Source: an optimization exercise on an open RTL-to-GDS flow (aim: small area). Production flows keep margins and buffers that such runs may drop.
Only simulation tests tie the RTL to the original design; equivalence was not proved.
Power and IR drop assume default switching activity.

==> job 2535 <==
==> flow/design.v <==
module adc(
    input              sck,
    input              rst,
    input              ws,
    input              run,       
    input        [3:0] sd,
    input              flag_in,
    output             flag_out,
    output reg  [95:0] data       
);
    localparam [4:0] S0      = 5'b00000;
    localparam [4:0] S_FULL  = 5'b01001;    
    localparam [4:0] S_VALID = 5'b10011;    
    reg  [4:0] st;
    reg [95:0] sreg;
    wire full  = (st == S_FULL);
    wire valid = (st == S_VALID);
    wire load  = ws & full;
    wire [4:0] step = {st[3:0], ~(st[4] ^ st[2])};
    assign flag_out = valid;
    always @(posedge sck or posedge rst) begin
        if (rst) begin
            st   <= S0;
            data <= 96'd0;
        end else begin
            if (valid)
                st <= flag_in ? S0 : S_VALID;
            else if (full)
                st <= ws ? S_VALID : S_FULL;
            else
                st <= (ws || !run) ? S0 : step;
            if (load)
                data <= sreg;
        end
    end
    integer i;
    always @(posedge sck) begin
        if (!full)
            for (i = 0; i < 4; i = i + 1)
                sreg[24*i +: 24] <= {sreg[24*i +: 23], sd[i]};
    end
endmodule
module mux(
    input               clk,
    input               rst,
    input               start,
    input               S_AXIS_tready,
    input        [95:0] data_a,      
    input        [95:0] data_b,      
    input               flag_a_in,
    input               flag_b_in,
    output reg   [95:0] tdata,
    output              S_AXIS_tvalid,
    output              S_AXIS_tlast,
    output              flag_a_out,
    output              flag_b_out,
    output              run
);
    localparam [2:0] NEVER   = 3'b000;
    localparam [2:0] IDLE    = 3'b001;
    localparam [2:0] IDLE_L  = 3'b010;
    localparam [2:0] CHECK_0 = 3'b011;
    localparam [2:0] CHECK   = 3'b100;
    localparam [2:0] T1_0    = 3'b101;
    localparam [2:0] T1      = 3'b111;
    localparam [2:0] T2      = 3'b110;
    reg [2:0] state;
    wire in_t1 = (state == T1_0) || (state == T1);
    wire in_t2 = (state == T2);
    assign run           = (state != NEVER);
    assign flag_a_out    = (state == CHECK) || (state == T1_0);
    assign flag_b_out    = state[2];
    assign S_AXIS_tvalid = (state == IDLE_L) || (state == T1) || (state == T2);
    assign S_AXIS_tlast  = (state == IDLE_L);
    always @(posedge clk or posedge rst) begin
        if (rst) begin
            state <= NEVER;
            tdata <= 96'd0;
        end else begin
            case (state)
                NEVER, IDLE, IDLE_L:
                    state <= start ? CHECK_0 : (state == NEVER ? NEVER : IDLE);
                CHECK_0, CHECK:
                    state <= (S_AXIS_tready && flag_a_in) ? T1_0 : CHECK;
                T1_0, T1:
                    state <= (S_AXIS_tready && flag_b_in) ? T2 : T1;
                default:
                    state <= IDLE_L;
            endcase
            if (in_t1)
                tdata <= data_a;
            else if (in_t2)
                tdata <= data_b;
        end
    end
endmodule
module wrapper(
  input sck,
  input ws,
  input rst,
  input start,
  input S_AXIS_tready,
  input [7:0]sd,
  output   [7:0] flag_mux_to_adc_debug,
  output   [7:0] flag_adc_to_mux_debug,
  output [127:0] S_AXIS_tdata,
  output         S_AXIS_tvalid,
  output         S_AXIS_tlast,
  output [255:0] data_debug
);
  wire [95:0] data_a, data_b, tdata;
  wire        valid_a, valid_b, ready_a, ready_b, run;
  adc u_adc_a (
    .sck(sck), .rst(rst), .ws(ws), .run(run), .sd(sd[3:0]),
    .flag_in(ready_a), .flag_out(valid_a), .data(data_a)
  );
  adc u_adc_b (
    .sck(sck), .rst(rst), .ws(ws), .run(run), .sd(sd[7:4]),
    .flag_in(ready_b), .flag_out(valid_b), .data(data_b)
  );
  mux m0 (
    .clk(sck), .rst(rst), .start(start), .S_AXIS_tready(S_AXIS_tready),
    .data_a(data_a), .data_b(data_b),
    .flag_a_in(valid_a), .flag_b_in(valid_b),
    .tdata(tdata), .S_AXIS_tvalid(S_AXIS_tvalid), .S_AXIS_tlast(S_AXIS_tlast),
    .flag_a_out(ready_a), .flag_b_out(ready_b), .run(run)
  );
  assign flag_mux_to_adc_debug = {{4{ready_b}}, {4{ready_a}}};
  assign flag_adc_to_mux_debug = {{4{valid_b}}, {4{valid_a}}};
  genvar i;
  generate
    for (i = 0; i < 4; i = i + 1) begin : g_out
      assign data_debug[32*i +: 32]      = {data_a[24*i +: 24], 8'h00};
      assign data_debug[32*(i+4) +: 32]  = {data_b[24*i +: 24], 8'h00};
      assign S_AXIS_tdata[32*i +: 32]    = {tdata[24*i +: 24], 8'h00};
    end
  endgenerate
endmodule
==> flow/flow/run.sh <==
#!/bin/bash
# The standard layout (standard.sh) with these changes:
#  - synthesis maps logic with an area-oriented ABC script (flow/synth.tcl);
#    flip-flops are mapped exactly as in the standard synthesis
#  - every port gets the smallest buffer, buf_1
#  - clock tree synthesis: larger sink clusters, clkbuf_16, no
#    dummy loads
#  - constant outputs share one tie cell (no tie fanout repair)
# Each tool's output goes to a log of its own in this folder.
set -euo pipefail
here=$(pwd)
export FLOW_ABC_SCRIPT=$here/flow/abc_area.script
export BUFFER_PORTS_ARGS="-buffer_cell sky130_fd_sc_hd__buf_1"
export CTS_ARGS="-sink_clustering_enable -repair_clock_nets -dont_use_dummy_load -sink_clustering_size 32 -sink_clustering_max_diameter 80 -buf_list {sky130_fd_sc_hd__clkbuf_16}"
export SKIP_REPAIR_TIE_FANOUT=1
sed "s#SYNTH_SCRIPT=[^ ]*#SYNTH_SCRIPT=$here/flow/synth.tcl#" standard.sh > flow_standard.sh
grep -q "SYNTH_SCRIPT=$here/flow/synth.tcl" flow_standard.sh
bash flow_standard.sh > standard.log 2>&1
==> flow/flow/abc_area.script <==
strash
dch -f
amap -m -F 4 -A 8
topo
strash
dch -f
amap -m -F 4 -A 8
topo
==> flow/flow/synth.tcl <==
# The standard flow's synthesis script (synth_recipe.tcl) with one change: ABC maps the
# logic with an area-oriented script (flow/abc_area.script) instead of
# ORFS's speed script. Flip-flops are mapped before ABC runs, so the
# registers, their names and cell types are those of the standard synthesis.
proc synth {args} { yosys synth -nofsm -noshare {*}$args }
proc abc {args} {
  set i [lsearch -exact $args -script]
  if { $i >= 0 } {
    lset args [expr {$i + 1}] $::env(FLOW_ABC_SCRIPT)
  }
  yosys abc {*}$args
}
source $::env(SCRIPTS_DIR)/synth.tcl
# left out here: clear keep_hierarchy, flatten, clean up, hide names made inside functions, write 1_2_yosys.v
==> flow/standard.sh <==
#!/bin/bash
# synth_recipe.tcl (not shown) runs the flow's synth.tcl, then flattens the netlist and writes it again
# the make line also repeats each setting of config.mk as NAME=value (left out here)
make -C /OpenROAD-flow-scripts/flow DESIGN_CONFIG=/design/flow/config.mk WORK_HOME=/design/flow/orfs CLKGATE_MAP_FILE= SYNTH_SCRIPT=/design/flow/synth_recipe.tcl "${@:-finish}"
==> flow/config.mk <==
export PLATFORM = sky130hd
export DESIGN_NAME = wrapper
export DESIGN_NICKNAME = wrapper
export VERILOG_FILES = /design/flow/design.v
export SDC_FILE = /design/flow/constraint.sdc
export NUM_CORES = 4
export LEC_CHECK = 0
export CAP_MARGIN = 20
export CORE_MARGIN = 2
export CORE_UTILIZATION = 40
export SLEW_MARGIN = 20
==> flow/constraint.sdc <==
create_clock -name core_clock -period 5.0 [get_ports {sck}]
set_input_delay 1.0000 -clock core_clock [delete_from_list [all_inputs] [get_ports {sck}]]
set_output_delay 1.0000 -clock core_clock [all_outputs]
set_load 0.01 [all_outputs]
==> job 3508: changes against job 2535 <==
--- a/flow/flow/run.sh
+++ b/flow/flow/run.sh
@@ -5,3 +5,3 @@
 #  - every port gets the smallest buffer, buf_1
-#  - clock tree synthesis: larger sink clusters, clkbuf_16, no
+#  - clock tree synthesis: larger sink clusters, clkbuf_4/clkbuf_8, no
 #    dummy loads
@@ -13,3 +13,3 @@
 export BUFFER_PORTS_ARGS="-buffer_cell sky130_fd_sc_hd__buf_1"
-export CTS_ARGS="-sink_clustering_enable -repair_clock_nets -dont_use_dummy_load -sink_clustering_size 32 -sink_clustering_max_diameter 80 -buf_list {sky130_fd_sc_hd__clkbuf_16}"
+export CTS_ARGS="-sink_clustering_enable -repair_clock_nets -dont_use_dummy_load -sink_clustering_size 24 -sink_clustering_max_diameter 50 -buf_list {sky130_fd_sc_hd__clkbuf_8 sky130_fd_sc_hd__clkbuf_16}"
 export SKIP_REPAIR_TIE_FANOUT=1
--- a/flow/config.mk
+++ b/flow/config.mk
@@ -9,3 +9,4 @@
 export CORE_MARGIN = 2
-export CORE_UTILIZATION = 40
+export CORE_UTILIZATION = 55
+export PLACE_DENSITY = 0.7
 export SLEW_MARGIN = 20
==> qor summary <==
	job 3508	job 2535
Run status	timing/DRC/antenna clean	timing/DRC/antenna clean
Min-Delay Startpoint	u_adc_b.sreg[60]$_DFFE_PN_	u_adc_b.sreg[62]$_DFFE_PN_
Slew @ Worst Pin	0.938 ns	0.965 ns
Crit path to	S_AXIS_tvalid	flag_adc_to_mux_debug[5]
Gr usage total	23.6%	17.6%
Fill cell instance count of the final layout	2384	3913
Total power draw	0.0142 W	0.0135 W
Static power due to leakage	8.10 nW	7.91 nW
Share of cell area taken by flip-flops and latches	68.0%	68.5%
CLK BUF	38	23
Post-place setup slack	1.96 ns	1.91 ns
Iter 0 DRT Violations	947	900
Combinational cell power	0.00407 W	0.00404 W
Critical path's slowest cell	sky130_fd_sc_hd__dfrtp_4	sky130_fd_sc_hd__nor3_1
Layout non-clock buf frac	6.84%	6.87%
Power Clock	0.00260 W	0.00201 W
Syn-to-layout area delta	11.4%	10.6%
Core box area	0.0315 mm²	0.0432 mm²
Via count of the routed design	11000	10800
End-of-flow core utilization	62.2%	45.0%

[static timing again, ports no longer ideal]
Ports are ideal in the flow. The routed layouts listed here were re-timed in OpenROAD.
Step 1 (the two cells are an assumption about what drives the block):
set clk [get_ports {sck}]
set_driving_cell -lib_cell sky130_fd_sc_hd__clkbuf_16 $clk
set_driving_cell -lib_cell sky130_fd_sc_hd__buf_2 [delete_from_list [all_inputs] $clk]
Step 2, shift: input delay + t, output delay - t, t = (earliest + latest rising clock arrival at the registers) / 2. This alone moves slack from input paths to output paths.
a / b / c = ideal ports / drivers / drivers and shift; a / b = the first two.
| run | t (ns) | setup WS [ns] | cell pins on the clock port's net |
|---|---|---|---|
| job 2535 | 0.599 | 1.979 / 1.929 / 1.882 | 1 |
| job 3508 | 0.551 | 1.688 / 1.639 / 1.918 | 1 |
After both steps every run listed still meets setup and hold. The setup slack of job 2535, which loses most, moves by -0.050 ns with the drivers and by -0.097 ns with both steps.
